This is an optimization exercise on Yosys and OpenROAD, whose aim is small area, a short achievable clock period and few clock cycles, not a production implementation. Function was checked by simulation only, so behaviour that the tests miss may differ from the original. Power and IR drop assume default switching activity.

Setup of build 81:
Design cpu, start of the top module:
module cpu(clk, reset_n, read_m1, address1, data1, read_m2, write_m2, address2, data2_in, data2_out, num_inst, output_port, is_halted);
	input clk;
	input reset_n;
	output read_m1;
	output [16-1:0] address1;
	output read_m2;
	output write_m2;
	output [16-1:0] address2;
	input [16-1:0] data1;
	input [16-1:0] data2_in;
	output [16-1:0] data2_out;
	output reg [16-1:0] num_inst;
	output reg [16-1:0] output_port;
	output is_halted;
	reg [15:0] pc;                  
	reg        dv;                  
	reg [15:0] di;                  
	reg [15:0] dpc1;                
	reg        mv, m_we, m_ld, m_st, m_wwd, m_hlt;
	reg [1:0]  m_dst;
	reg [15:0] m_res;               
	reg [15:0] m_sd;                
	reg [15:0] r0, r1, r2, r3;
	assign read_m1 = 1'b1;
	assign address1 = pc;
	assign read_m2 = m_ld;
	assign write_m2 = m_st;
	assign address2 = m_res;
	assign data2_out = m_sd;
	assign is_halted = m_hlt;
	wire [3:0] op = di[15:12];
	wire [1:0] rs = di[11:10];
	wire [1:0] rt = di[9:8];
	wire [1:0] rd = di[7:6];
	wire [5:0] fn = di[5:0];
	wire [15:0] imm = {{8{di[7]}}, di[7:0]};
	wire op_br   = (op[3:2] == 2'b00);           
	wire op_adi  = (op == 4'd4);
	wire op_ori  = (op == 4'd5);
	wire op_lhi  = (op == 4'd6);
	wire op_lwd  = (op == 4'd7);
	wire op_swd  = (op == 4'd8);
	wire op_jal  = (op == 4'd10);
	wire op_r    = (op == 4'd15);
	wire r_alu   = op_r & ~fn[3];                
	wire r_spec  = op_r &  fn[3];                
	wire r_jpr   = r_spec & ~fn[2] & ~fn[1];
	wire r_jrl   = r_spec & ~fn[2] &  fn[1];
	wire r_wwd   = r_spec &  fn[2] & ~fn[0];
	wire r_hlt   = r_spec &  fn[2] &  fn[0];
	wire jr      = r_jpr | r_jrl;
	wire use_rs  = ~(op_lhi | op == 4'd9 | op_jal);
	wire use_rt  = (op_br & ~op[1]) | op_swd | (r_alu & ~fn[2]);
	wire we      = op_adi | op_ori | op_lhi | op_lwd | r_alu | op_jal | r_jrl;
	wire [1:0] dst = (op_jal | r_jrl) ? 2'd2 : op_r ? rd : rt;
	wire fwd_ok = mv & m_we & ~m_ld;
	wire [15:0] rf_a = rs[1] ? (rs[0] ? r3 : r2) : (rs[0] ? r1 : r0);
	wire [15:0] rf_b = rt[1] ? (rt[0] ? r3 : r2) : (rt[0] ? r1 : r0);
	wire [15:0] A = (fwd_ok && m_dst == rs) ? m_res : rf_a;
	wire [15:0] B = (fwd_ok && m_dst == rt) ? m_res : rf_b;
  ...
For scale: ~1700 cells after synthesis, about 190 flip-flops, about 120 I/O pins, ~12000 sq um of cells after synthesis.
clock: 15.0 ns
lec_check: 0
abc_area: 1
cap_margin: 20
core_margin: 2
core_utilization: 40
place_density: 0.6
slew_margin: 20
standard.sh (not shown) runs the stock make flow with config.mk's settings and CLKGATE_MAP_FILE= SYNTH_SCRIPT=/design/flow/synth_recipe.tcl, a recipe that flattens the netlist after the stock synthesis.
==> flow/flow/run.sh <==
#!/bin/bash
# Standard ORFS layout; flow/args adds make variables (a larger SETUP_SLACK_MARGIN makes the
# resizer work on the critical paths even though the clock constraint is loose).
set -euo pipefail
bash standard.sh $(cat flow/args) finish > standard_flow.log 2>&1
==> flow/flow/args <==
SETUP_SLACK_MARGIN=11.5
Testbench counts of build 81, summed over its fixed seeds: cycles 39,662.
Input changes introduced in build 6 (baseline for comparison: build 81):
==> flow/flow/run.sh <==
#!/bin/bash
# Standard ORFS layout (the standard.sh) with extra make variables from flow/args, one per
# line: a larger SETUP_SLACK_MARGIN makes the resizer work on the critical paths even though the
# clock constraint is loose, and BUFFER_PORTS_ARGS picks the port buffer cell.
set -euo pipefail
mapfile -t extra < flow/args
bash standard.sh "${extra[@]}" finish > standard_flow.log 2>&1
==> flow/flow/args <==
SETUP_SLACK_MARGIN=11
BUFFER_PORTS_ARGS=-buffer_cell sky130_fd_sc_hd__buf_2
diff --git a/flow/config.mk b/flow/config.mk
--- a/flow/config.mk
+++ b/flow/config.mk
@@ -10,4 +10,4 @@
 export CORE_MARGIN = 2
-export CORE_UTILIZATION = 40
-export PLACE_DENSITY = 0.6
+export CORE_UTILIZATION = 65
+export PLACE_DENSITY = 0.8
 export SLEW_MARGIN = 20
Notes after the runs:
Sort build 81 and build 6 by final cell area excluding filler cells, descending, and build 81 comes first. Comparing build 6 against build 81, there is no change at all in number of cells produced by synthesis. Power in combinational cells shrinks by more than a quarter when moving from build 81 to build 6. Compared with build 81, build 6 is more frugal on power. A largest power group of combinational logic is what build 81 shows, while registers belongs to build 6. Build 81 -> build 6: clock latency of the later-clocked register in the worst-skew pair flat. Looking at startpoint of the most critical setup path, the m_res[6]$_DFF_P_ result is from build 81; the m_res[14]$_DFF_P_ one comes from build 6. Min sum of met3 wire segment lengths after detailed routing across build 81 and build 6: build 81.
Modified inputs, build 27 compared to build 6
diff --git a/flow/config.mk b/flow/config.mk
--- a/flow/config.mk
+++ b/flow/config.mk
@@ -8,6 +8,5 @@
 export ABC_AREA = 1
-export CAP_MARGIN = 20
+export CAP_MARGIN = 0
 export CORE_MARGIN = 2
-export CORE_UTILIZATION = 65
-export PLACE_DENSITY = 0.8
-export SLEW_MARGIN = 20
+export CORE_UTILIZATION = 40
+export SLEW_MARGIN = 0
--- outcome ---
Build 27 completed; timing, DRC and antenna clean
For the via count of the first global-routing pass, build 27 came in about 5.4% lower than build 6 did.
In build 27, the portion of total power attributed to the clock network came out 1.0 points below the value in build 6.
Looking at starting density of the core, build 27 sits below build 6.
Between build 27 and build 6, the sum of net half-perimeters after detailed placement is lower for build 6.
From build 6 to build 27 the numbers moved as follows: worst setup slack before clock tree synthesis picked up an extra 0.40 ns; setup slack of the most critical reg-to-reg path now larger.
[build 27] cell area after layout rose 360 sq um relative to build 6
Edits applied to the flow inputs when going from build 27 to build 49:
==> flow/flow/run.sh <==
#!/bin/bash
# Standard ORFS layout; flow/args adds make variables (a larger SETUP_SLACK_MARGIN makes the
# resizer work on the critical paths even though the clock constraint is loose).
set -euo pipefail
bash standard.sh $(cat flow/args) finish > standard_flow.log 2>&1
==> flow/flow/args <==
SETUP_SLACK_MARGIN=11
diff --git a/flow/config.mk b/flow/config.mk
--- a/flow/config.mk
+++ b/flow/config.mk
@@ -8,5 +8,6 @@
 export ABC_AREA = 1
-export CAP_MARGIN = 0
+export CAP_MARGIN = 20
 export CORE_MARGIN = 2
 export CORE_UTILIZATION = 40
-export SLEW_MARGIN = 0
+export PLACE_DENSITY = 0.6
+export SLEW_MARGIN = 20
==> comparison <==
- Both conditions hold for build 49: the flow ran to the end and the final layout passed the timing, design-rule and antenna checks.
- Relative to build 27, insertion delay of the later-clocked pin in the worst-skew pair has gone down in build 49.
- Build 49 vs build 27 — switching power summed over all nets dropped by a few percent
- Delta (build 49 minus build 27): fraction of area in registers went down by 0.38 points; power share of the combinational group climbed 0.7 points; via count of the routed design saw an increase.

-- re-timing with driven ports --
In the flow no input, the clock included, has a driving cell. The finished layouts below were timed again as built, in two steps.
Step 1 assumes that a clkbuf_16 drives the clock port and a buf_2 every other input.
Step 2 times the ports against the registers' clock, not the clock port: input delays grow and output delays shrink by t, the midpoint of the rising clock arrivals with the driver on.
Slacks: ideal ports / drivers / drivers and shift; pairs: ideal ports / drivers.
run | t, ns | slack for setup (ns) | worst register clock-pin slew, ns | cell pins on the clock port's net
build 81 | 0.500 | 11.020 / 10.966 / 10.553 | 0.09 / 0.09 | 1
build 6 | 0.494 | 10.984 / 10.937 / 10.589 | 0.09 / 0.09 | 1
build 27 | 0.501 | 10.989 / 10.939 / 10.626 | 0.08 / 0.08 | 1
build 49 | 0.486 | 11.016 / 10.965 / 10.665 | 0.08 / 0.08 | 1
After both steps setup and hold are still met in every run listed. The setup slack of build 81, which loses most, moves by -0.054 ns with the drivers and by -0.467 ns with both steps.
